Context: an optimization exercise on an open-source flow, tuned for small area, a short achievable clock period and few clock cycles per item. The choices shown serve that exercise and are no tape-out recipe. RTL that was checked went through simulation tests only; none was proved equivalent to the original. Power figures rest on the tool's default switching activity, not on a simulated workload.

P:
==> flow/design.v <==
`timescale 1ns / 1ps
module axi_stream_insert_header#(
		parameter 					DATA_WD=128,
		parameter 					DATA_BYTE_WD=DATA_WD/8,
		parameter 					BYTE_CNT_WD=$clog2(DATA_BYTE_WD)
    )(
		input clk,
		input rst_n,
		input 						valid_in,
		input [DATA_WD-1:0] 		data_in,
		input [DATA_BYTE_WD-1:0] 	keep_in,
		input 						las_in,
		output 						ready_in,
		output						valid_out,
		output [DATA_WD-1:0] 		data_out,
		output [DATA_BYTE_WD-1:0] 	keep_out,
		output						last_out,
		input						ready_out,
		input 						valid_insert,
		input [DATA_WD-1:0]			data_insert,
		input [DATA_BYTE_WD-1:0]	keep_insert,
		input [BYTE_CNT_WD:0]		byte_insert_cnt,
		output						ready_insert
	);
	reg							body;		 
	reg							tail;		 
	reg [DATA_WD-1:0]			prev;		 
	reg [BYTE_CNT_WD-1:0]		t;			 
	reg [BYTE_CNT_WD-1:0]		tn;			 
	wire split		=	las_in & keep_in[~t];
	wire in_go		=	body & valid_in & ready_out;
	wire pkt_end	=	ready_out & (tail | (body & valid_in & las_in & ~split));
	assign valid_out	=	tail | (body & valid_in);
	assign ready_in		=	ready_out & (tail | (body & ~split));
	assign ready_insert	=	~(body | tail) | pkt_end;
	assign last_out		=	tail | (las_in & ~split);
	wire [2*DATA_WD-1:0]		s0	=	{prev, data_in};
	wire [2*DATA_WD-1:0]		s1	=	({s0[2*DATA_WD-65:0], 64'b0} & {2*DATA_WD{t[3]}}) | (s0 & {2*DATA_WD{tn[3]}});
	wire [2*DATA_WD-1:0]		s2	=	({s1[2*DATA_WD-33:0], 32'b0} & {2*DATA_WD{t[2]}}) | (s1 & {2*DATA_WD{tn[2]}});
	wire [2*DATA_WD-1:0]		s3	=	({s2[2*DATA_WD-17:0], 16'b0} & {2*DATA_WD{t[1]}}) | (s2 & {2*DATA_WD{tn[1]}});
	wire [2*DATA_WD-1:0]		s4	=	({s3[2*DATA_WD-9:0],   8'b0} & {2*DATA_WD{t[0]}}) | (s3 & {2*DATA_WD{tn[0]}});
	assign data_out		=	s4[2*DATA_WD-1:DATA_WD];
	wire [2*DATA_BYTE_WD-1:0]	k0	=	tail ? {keep_in, {DATA_BYTE_WD{1'b0}}} : {{DATA_BYTE_WD{1'b1}}, keep_in};
	wire [2*DATA_BYTE_WD-1:0]	k1	=	({k0[2*DATA_BYTE_WD-9:0], 8'b0} & {2*DATA_BYTE_WD{t[3]}}) | (k0 & {2*DATA_BYTE_WD{tn[3]}});
	wire [2*DATA_BYTE_WD-1:0]	k2	=	({k1[2*DATA_BYTE_WD-5:0], 4'b0} & {2*DATA_BYTE_WD{t[2]}}) | (k1 & {2*DATA_BYTE_WD{tn[2]}});
	wire [2*DATA_BYTE_WD-1:0]	k3	=	({k2[2*DATA_BYTE_WD-3:0], 2'b0} & {2*DATA_BYTE_WD{t[1]}}) | (k2 & {2*DATA_BYTE_WD{tn[1]}});
	wire [2*DATA_BYTE_WD-1:0]	k4	=	({k3[2*DATA_BYTE_WD-2:0], 1'b0} & {2*DATA_BYTE_WD{t[0]}}) | (k3 & {2*DATA_BYTE_WD{tn[0]}});
	assign keep_out		=	k4[2*DATA_BYTE_WD-1:DATA_BYTE_WD];
	wire hdr_go		=	valid_insert & ready_insert;
	always @(posedge clk) begin
		if (!rst_n) begin
			body	<= 1'b0;
			tail	<= 1'b0;
		end
		else if (hdr_go) begin
			body	<= 1'b1;
			tail	<= 1'b0;
		end
		else if (pkt_end) begin
			body	<= 1'b0;
			tail	<= 1'b0;
		end
		else if (in_go & split) begin
			body	<= 1'b0;
			tail	<= 1'b1;
		end
	end
	always @(posedge clk) begin
		if (hdr_go) begin
			prev	<= data_insert;
			t		<= DATA_BYTE_WD - byte_insert_cnt;
			tn		<= byte_insert_cnt - 1'b1;
		end
		else if (in_go)
			prev	<= data_in;
	end
endmodule
clock: 5.5 ns
lec_check: 0
cap_margin: 20
core_area: 5 5 195 195
die_area: 0 0 200 200
setup_slack_margin: 2.0
slew_margin: 20
standard.sh (not shown) runs the stock make flow with config.mk's settings and CLKGATE_MAP_FILE= SYNTH_SCRIPT=/design/flow/synth_recipe.tcl, a recipe that flattens the netlist after the stock synthesis.
==> flow/flow/run.sh <==
#!/bin/bash
# Standard layout, with the port buffers made of the smallest buffer cell
# (the timing repair may still resize them).
set -euo pipefail
export BUFFER_PORTS_ARGS="-buffer_cell sky130_fd_sc_hd__buf_1"
bash standard.sh > standard.log 2>&1
> inputs changed (P -> Q)
==> flow/design.v <==
`timescale 1ns / 1ps
module axi_stream_insert_header#(
		parameter 					DATA_WD=128,
		parameter 					DATA_BYTE_WD=DATA_WD/8,
		parameter 					BYTE_CNT_WD=$clog2(DATA_BYTE_WD)
    )(
		input clk,
		input rst_n,
		input 						valid_in,
		input [DATA_WD-1:0] 		data_in,
		input [DATA_BYTE_WD-1:0] 	keep_in,
		input 						las_in,
		output 						ready_in,
		output						valid_out,
		output [DATA_WD-1:0] 		data_out,
		output [DATA_BYTE_WD-1:0] 	keep_out,
		output						last_out,
		input						ready_out,
		input 						valid_insert,
		input [DATA_WD-1:0]			data_insert,
		input [DATA_BYTE_WD-1:0]	keep_insert,
		input [BYTE_CNT_WD:0]		byte_insert_cnt,
		output						ready_insert
	);
	localparam W  = 2*DATA_WD;			 
	localparam KW = 2*DATA_BYTE_WD;		 
	reg							body;		 
	reg							tail;		 
	reg [DATA_WD-1:0]			prev;		 
	reg [3:0]					sa;			 
	reg [3:0]					sb;			 
	wire [BYTE_CNT_WD-1:0]		t_new	=	DATA_BYTE_WD - byte_insert_cnt;
	wire [3:0]					kg;
	genvar gi;
	generate for (gi = 0; gi < 4; gi = gi + 1) begin : g_kg
		assign kg[gi] = (sa[0] & keep_in[15-gi]) | (sa[1] & keep_in[11-gi])
					  | (sa[2] & keep_in[7-gi])  | (sa[3] & keep_in[3-gi]);
	end endgenerate
	wire split		=	las_in & |(sb & kg);
	wire in_go		=	body & valid_in & ready_out;
	wire pkt_end	=	ready_out & (tail | (body & valid_in & las_in & ~split));
	assign valid_out	=	tail | (body & valid_in);
	assign ready_in		=	ready_out & (tail | (body & ~split));
	assign ready_insert	=	~(body | tail) | pkt_end;
	assign last_out		=	tail | (las_in & ~split);
	wire [W-1:0]				d0	=	{prev, data_in};
	wire [W-1:0]				d1	=	(d0 & {W{sa[0]}}) | ({d0[W-33:0], 32'b0} & {W{sa[1]}})
									  | ({d0[W-65:0], 64'b0} & {W{sa[2]}}) | ({d0[W-97:0], 96'b0} & {W{sa[3]}});
	wire [W-1:0]				d2	=	(d1 & {W{sb[0]}}) | ({d1[W-9:0], 8'b0} & {W{sb[1]}})
									  | ({d1[W-17:0], 16'b0} & {W{sb[2]}}) | ({d1[W-25:0], 24'b0} & {W{sb[3]}});
	assign data_out		=	d2[W-1:DATA_WD];
	wire [KW-1:0]				k0	=	{keep_in | {DATA_BYTE_WD{~tail}}, keep_in & {DATA_BYTE_WD{~tail}}};
	wire [KW-1:0]				k1	=	(k0 & {KW{sa[0]}}) | ({k0[KW-5:0], 4'b0} & {KW{sa[1]}})
									  | ({k0[KW-9:0], 8'b0} & {KW{sa[2]}}) | ({k0[KW-13:0], 12'b0} & {KW{sa[3]}});
	wire [KW-1:0]				k2	=	(k1 & {KW{sb[0]}}) | ({k1[KW-2:0], 1'b0} & {KW{sb[1]}})
									  | ({k1[KW-3:0], 2'b0} & {KW{sb[2]}}) | ({k1[KW-4:0], 3'b0} & {KW{sb[3]}});
	assign keep_out		=	k2[KW-1:DATA_BYTE_WD];
	wire hdr_go		=	valid_insert & ready_insert;
	always @(posedge clk) begin
		if (!rst_n) begin
			body	<= 1'b0;
			tail	<= 1'b0;
		end
		else if (hdr_go) begin
			body	<= 1'b1;
			tail	<= 1'b0;
		end
		else if (pkt_end) begin
			body	<= 1'b0;
			tail	<= 1'b0;
		end
		else if (in_go & split) begin
			body	<= 1'b0;
			tail	<= 1'b1;
		end
	end
	wire take_hdr	=	~body | (las_in & ~split);
	always @(posedge clk) begin
		if (hdr_go | in_go)
			prev	<= take_hdr ? data_insert : data_in;
		if (hdr_go) begin
			sa		<= 4'b0001 << t_new[3:2];
			sb		<= 4'b0001 << t_new[1:0];
		end
	end
endmodule
==> comparison <==
In the flow results for Q and P, the average cell area after synthesis is smaller on Q. The run showing the smaller share of power burned in the clock network is Q. Relative to P, global router's overall resource usage has gone down in Q. Side by side, worst setup slack before clock tree synthesis turned out higher in Q than in P. Q gives more maximum net fanout on the critical path than P did.
Testbench counts of Q, summed over its fixed seeds: cycles 24,851, bytes 373,248.
No functional check of the RTL was part of P.

==> re-timing with driven ports <==
The results above use ideal ports. As a check the final layouts listed here were re-extracted and re-timed, cells and wires unchanged.
Step 1, drivers: a clkbuf_16 drives clk and a buf_2 each remaining input, both assumed.
Step 2, shift: input delay + t, output delay - t, t = (earliest + latest rising clock arrival at the registers) / 2. This alone moves slack from input paths to output paths.
Slacks: no drivers / after step 1 / after step 2; pairs: no drivers / after step 1.
run	shift t [ns]	slack for setup (ns)	latest minus earliest clock arrival (ns)	worst register clock-pin slew, ns	cell pins on the clock port's net
P	0.500	1.758 / 1.732 / 1.696	0.018 / 0.017	0.07 / 0.07	1
Q	0.504	1.990 / 1.934 / 1.744	0.007 / 0.007	0.06 / 0.06	1
After both steps setup and hold are still met in every run listed. The setup slack of Q, which loses most, moves by -0.056 ns with the drivers and by -0.246 ns with both steps.
